This is an optimization exercise on Yosys and OpenROAD, whose aim is small area and a short achievable clock period, not a production implementation. At most, simulation tests tie the RTL to the original design; equivalence was not proved.

==> job 4072: inputs <==
// fma
module fma #(
                parameter int FW = 23,
                parameter int EW = 8
            )(
                input logic clk,
                input logic [2 : 0] rm,
                input logic [3:0] op,
                input logic [EW + FW : 0]  opA,
                input logic [EW + FW : 0]  opB,
                input logic [EW + FW : 0]  opC,
                output logic [EW + FW : 0]  result
            );
==> module fma, before the edit <==
module fma #(
                parameter int FW = 23,
                parameter int EW = 8
            )(
                input logic clk,
                input logic [2 : 0] rm,
                input logic [3:0] op,
                input logic [EW + FW : 0]  opA,
                input logic [EW + FW : 0]  opB,
                input logic [EW + FW : 0]  opC,
                output logic [EW + FW : 0]  result
            );
    logic g1d, selBd, sel1d, s3Bd, s3Cd;
    assign g1d   = op[1] | op[0];            
    assign selBd = op[0];                    
    assign sel1d = op[1] & ~op[0];           
    assign s3Bd  = op[1] & ~op[0];           
    assign s3Cd  = op[1] & op[0];            
    logic [2:0]  rm1;
    logic        g1, selB, sel1, s3B, s3C, sM1, s31;
    logic [30:0] a1r, b1r, c1r;
    always_ff @(posedge clk) begin
        rm1  <= rm;
        g1   <= g1d;
        selB <= selBd;
        sel1 <= sel1d;
        s3B  <= s3Bd;
        s3C  <= s3Cd;
        sM1  <= (g1d & opA[31]) ^ (selBd & (opB[31] ^ op[2]));
        s31  <= (s3Bd & (opB[31] ^ op[3])) | (s3Cd & (opC[31] ^ op[3]));
        a1r  <= opA[30:0];
        b1r  <= opB[30:0];
        c1r  <= opC[30:0];
    end
    logic [30:0] a1, b1;
    logic [31:0] c1;
    assign a1 = a1r & {31{g1}};
    assign b1 = (b1r & {31{selB}}) | ({8'h7f, 23'h0} & {31{sel1}});
    assign c1 = {s31, (b1r & {31{s3B}}) | (c1r & {31{s3C}})};
    logic [7:0] e1, e2, e3;
    logic [22:0] f1, f2, f3;
    assign e1 = a1[30:23];
    assign e2 = b1[30:23];
    assign e3 = c1[30:23];
    assign f1 = a1[22:0];
    assign f2 = b1[22:0];
    assign f3 = c1[22:0];
    logic ez1, ez2, ez3, eo1, eo2, eo3, fz1, fz2, fz3;
    assign ez1 = ~|e1;  assign eo1 = &e1;  assign fz1 = ~|f1;
    assign ez2 = ~|e2;  assign eo2 = &e2;  assign fz2 = ~|f2;
    assign ez3 = ~|e3;  assign eo3 = &e3;  assign fz3 = ~|f3;
    logic inf1, inf2, inf3, nan1, nan2, nan3, zero1, zero2, zero3;
    assign inf1 = eo1 & fz1;  assign nan1 = eo1 & ~fz1;  assign zero1 = ez1 & fz1;
    assign inf2 = eo2 & fz2;  assign nan2 = eo2 & ~fz2;  assign zero2 = ez2 & fz2;
    assign inf3 = eo3 & fz3;  assign nan3 = eo3 & ~fz3;  assign zero3 = ez3 & fz3;
    logic nanM, infM, zeroM, s3;
    assign nanM  = nan1 | nan2 | (zero1 & inf2) | (inf1 & zero2);
    assign infM  = (inf1 & ~(zero2 | nan2)) | (inf2 & ~(zero1 | nan1));
    assign zeroM = (zero1 & ~(inf2 | nan2)) | (zero2 & ~(inf1 | nan1));
    assign s3    = c1[31];
    logic [47:0] prod;
    mul24 u_mul (.a({~ez1, f1}), .b({~ez2, f2}), .p(prod));
    logic pm;
    assign pm = prod[47];
    logic [9:0] e12, e12p;
    assign e12  = {2'b0, e1} + {2'b0, e2} + 10'd897;
    assign e12p = e12 + 10'd1;
    logic [10:0] d;                  
    assign d = {1'b0, e12} - {3'b0, e3};
    logic dneg, dz, wrap;
    assign dneg = d[10];
    assign dz   = ~|d;
    assign wrap = &e12;              
    logic [9:0] u, u1;
    assign u  = d[9:0] ^ {10{dneg}};
    assign u1 = u + 10'd1;
    logic comp;
    logic [9:0] shamt, expM;
    assign comp  = pm ? (~dneg & ~wrap) : (~dneg & ~dz);
    assign shamt = (pm & wrap) ? {2'b0, e3} : ((pm ^ dneg) ? u1 : u);
    assign expM  = pm ? e12p : e12;
    logic [47:0] sigM;
    assign sigM = pm ? prod : {prod[46:0], 1'b0};
    logic [47:0] M2;
    logic [23:0] C2;
    logic [5:0]  sh2;
    logic        shz2, comp2, sM2, s32, nan2q, inf2q, zp2;
    logic [7:0]  E2;
    logic        El2;
    logic [2:0]  rm2;
    always_ff @(posedge clk) begin
        M2    <= sigM;
        C2    <= {~ez3, f3};
        sh2   <= shamt[5:0];
        shz2  <= shamt >= 10'd48;
        comp2 <= comp;
        E2    <= comp ? expM[7:0] : e3;
        El2   <= comp ? (expM < 10'd48) : (e3 < 8'd48);
        sM2   <= sM1;
        s32   <= s3;
        nan2q <= nanM | nan3 | (infM & inf3 & (sM1 ^ s3));
        inf2q <= infM | inf3;
        zp2   <= zeroM & zero3;
        rm2   <= rm1;
    end
    logic eff;
    assign eff = sM2 ^ s32;
    logic [47:0] big, sml;
    falign u_align (.M(M2), .C(C2), .comp(comp2), .sh(sh2), .shz(shz2), .big(big), .sml(sml));
    logic [48:0] S;
    logic gt, ge;
    faddsub u_add (.big(big), .sml(sml), .sub(eff), .S(S), .gt(gt), .ge(ge));
    logic a_ge_b, sgn;
    assign a_ge_b = comp2 ? ge : ~gt;
    assign sgn = eff ? (a_ge_b ? sM2 : s32) : sM2;
    logic [48:0] Sx;
    assign Sx = {S[48:1], S[0] & ~S[48]};
    logic [5:0] lz;
    logic [22:0] fr;
    logic lsb, guard, rnd, sticky;
    fnorm u_norm (.Sx(Sx), .E(E2[5:0]), .Elt48(El2), .lz(lz), .fr(fr), .lsb(lsb), .guard(guard), .rnd(rnd), .sticky(sticky));
    logic [31:0] res;
    fpost u_post (.fr(fr), .lsb(lsb), .guard(guard), .rnd(rnd), .sticky(sticky), .rm(rm2), .sgn(sgn),
                  .E(E2), .lz(lz), .nan(nan2q), .inf(inf2q), .zero(zp2 | ~|S), .res(res));
    always_ff @(posedge clk) result <= res;
endmodule
export LEC_CHECK = 0
export ABC_AREA = 1
export CAP_MARGIN = 20
export CORE_MARGIN = 2
export CORE_UTILIZATION = 40
export CTS_CLUSTER_DIAMETER = 120
export CTS_CLUSTER_SIZE = 28
export SLEW_MARGIN = 20
export SYNTH_HIERARCHICAL = 1
export SYNTH_MINIMUM_KEEP_SIZE = 0
create_clock -name core_clock -period 55.0 [get_ports {clk}]
standard.sh (not shown) runs the stock make flow with config.mk's settings and CLKGATE_MAP_FILE= SYNTH_SCRIPT=/design/flow/synth_recipe.tcl, a recipe that flattens the netlist after the stock synthesis.
==> flow/flow/run.sh <==
#!/bin/bash
# The standard layout (bash standard.sh), with plain buffers on the ports
# instead of the delay buffers buffer_ports picks by default.
set -euo pipefail
export BUFFER_PORTS_ARGS="-buffer_cell sky130_fd_sc_hd__buf_1"
bash standard.sh > standard.log 2>&1
==> job 7325 (differences from job 4072) <==
--- a/flow/design.v
+++ b/flow/design.v
@@ -992,33 +992,37 @@
                 input logic [EW + FW : 0]  opC,
                 output logic [EW + FW : 0]  result
             );
-    logic g1d, selBd, sel1d, s3Bd, s3Cd;
-    assign g1d   = op[1] | op[0];            
-    assign selBd = op[0];                    
-    assign sel1d = op[1] & ~op[0];           
-    assign s3Bd  = op[1] & ~op[0];           
-    assign s3Cd  = op[1] & op[0];            
     logic [2:0]  rm1;
-    logic        g1, selB, sel1, s3B, s3C, sM1, s31;
-    logic [30:0] a1r, b1r, c1r;
+    logic [3:0]  op1;
+    logic [31:0] a1r, b1r, c1r;
     always_ff @(posedge clk) begin
-        rm1  <= rm;
-        g1   <= g1d;
-        selB <= selBd;
-        sel1 <= sel1d;
-        s3B  <= s3Bd;
-        s3C  <= s3Cd;
-        sM1  <= (g1d & opA[31]) ^ (selBd & (opB[31] ^ op[2]));
-        s31  <= (s3Bd & (opB[31] ^ op[3])) | (s3Cd & (opC[31] ^ op[3]));
-        a1r  <= opA[30:0];
-        b1r  <= opB[30:0];
-        c1r  <= opC[30:0];
+        rm1 <= rm;
+        op1 <= op;
+        a1r <= opA;
+        b1r <= opB;
+        c1r <= opC;
     end
+    logic [31:0] x1, x2, x3;
+    always_comb begin
+        x1 = (op1[1] | op1[0]) ? a1r : 32'h0;
+        case (op1[1:0])
+            2'b01, 2'b11: x2 = {b1r[31] ^ op1[2], b1r[30:0]};
+            2'b10:        x2 = 32'h3f800000;
+            default:      x2 = 32'h0;
+        endcase
+        case (op1[1:0])
+            2'b10:   x3 = {b1r[31] ^ op1[3], b1r[30:0]};
+            2'b11:   x3 = {c1r[31] ^ op1[3], c1r[30:0]};
+            default: x3 = 32'h0;
+        endcase
+    end
+    logic        sM1;
     logic [30:0] a1, b1;
     logic [31:0] c1;
-    assign a1 = a1r & {31{g1}};
-    assign b1 = (b1r & {31{selB}}) | ({8'h7f, 23'h0} & {31{sel1}});
-    assign c1 = {s31, (b1r & {31{s3B}}) | (c1r & {31{s3C}})};
+    assign sM1 = x1[31] ^ x2[31];
+    assign a1  = x1[30:0];
+    assign b1  = x2[30:0];
+    assign c1  = x3;
     logic [7:0] e1, e2, e3;
     logic [22:0] f1, f2, f3;
     assign e1 = a1[30:23];
--- a/flow/config.mk
+++ b/flow/config.mk
@@ -8,9 +8,9 @@
 export ABC_AREA = 1
 export CAP_MARGIN = 20
 export CORE_MARGIN = 2
-export CORE_UTILIZATION = 40
+export CORE_UTILIZATION = 60
 export CTS_CLUSTER_DIAMETER = 120
-export CTS_CLUSTER_SIZE = 28
+export CTS_CLUSTER_SIZE = 20
 export SLEW_MARGIN = 20
 export SYNTH_HIERARCHICAL = 1
 export SYNTH_MINIMUM_KEEP_SIZE = 0
==> summary of the runs <==
- Between job 4072 and job 7325, the lower worst setup slack is in job 4072 (gap 0.030 ns).
- Between job 4072 and job 7325, the lower via count is in job 4072 (gap 2.0%, measured against job 7325).
- Of job 4072 and job 7325, job 7325 has the higher maximum frequency (gap about 0.25%, measured against job 7325).
- Between job 7325 and job 4072, the lower global-route usage is in job 4072 (gap 12 points).
==> figures <==
item                                                    job 4072        job 7325
WHS                                                    0.3303 ns       0.3454 ns
Multiplexer share of the synthesized area               0.09103%         0.1200%
# rows                                                       107              87
Maximum cell stage delay along the critical path         0.35 ns         0.31 ns
CTS Buf Count                                                 14              18
Outcome                                           finished clean  finished clean
Non-filler cells in the finished layout                     6013            5650
Chip Width                                              297.1 um        243.4 um
Core area                                             85150 um^2      56500 um^2
Achievable frequency                                   83.08 MHz       83.29 MHz
Post-layout min period                                  12.04 ns        12.01 ns
Flip-flop and latch count after synthesis                    231             232
For job 4072, only the layout was checked, not whether the RTL still works.

## separate check: timing with driven ports
No port has a modelled driver above. Below, the same layouts with a new extraction and two added sets of constraints. Step 1: set_driving_cell puts a clkbuf_16 on clk and a buf_2 on each other input, an assumption about the parent block. Step 2 also shifts input and output timing later by t, the mid clock arrival at the registers, as if the neighbouring blocks saw the same clock. Three values: ideal ports, drivers, drivers and shift; two values: the first two.
run | shift t [ns] | slack for setup (ns) | pins driven straight from the clock port
job 4072 | 0.594 | 42.964 / 42.896 / 43.273 | 1
job 7325 | 0.589 | 42.994 / 42.928 / 43.518 | 1
After both steps setup and hold are still met in every run listed.
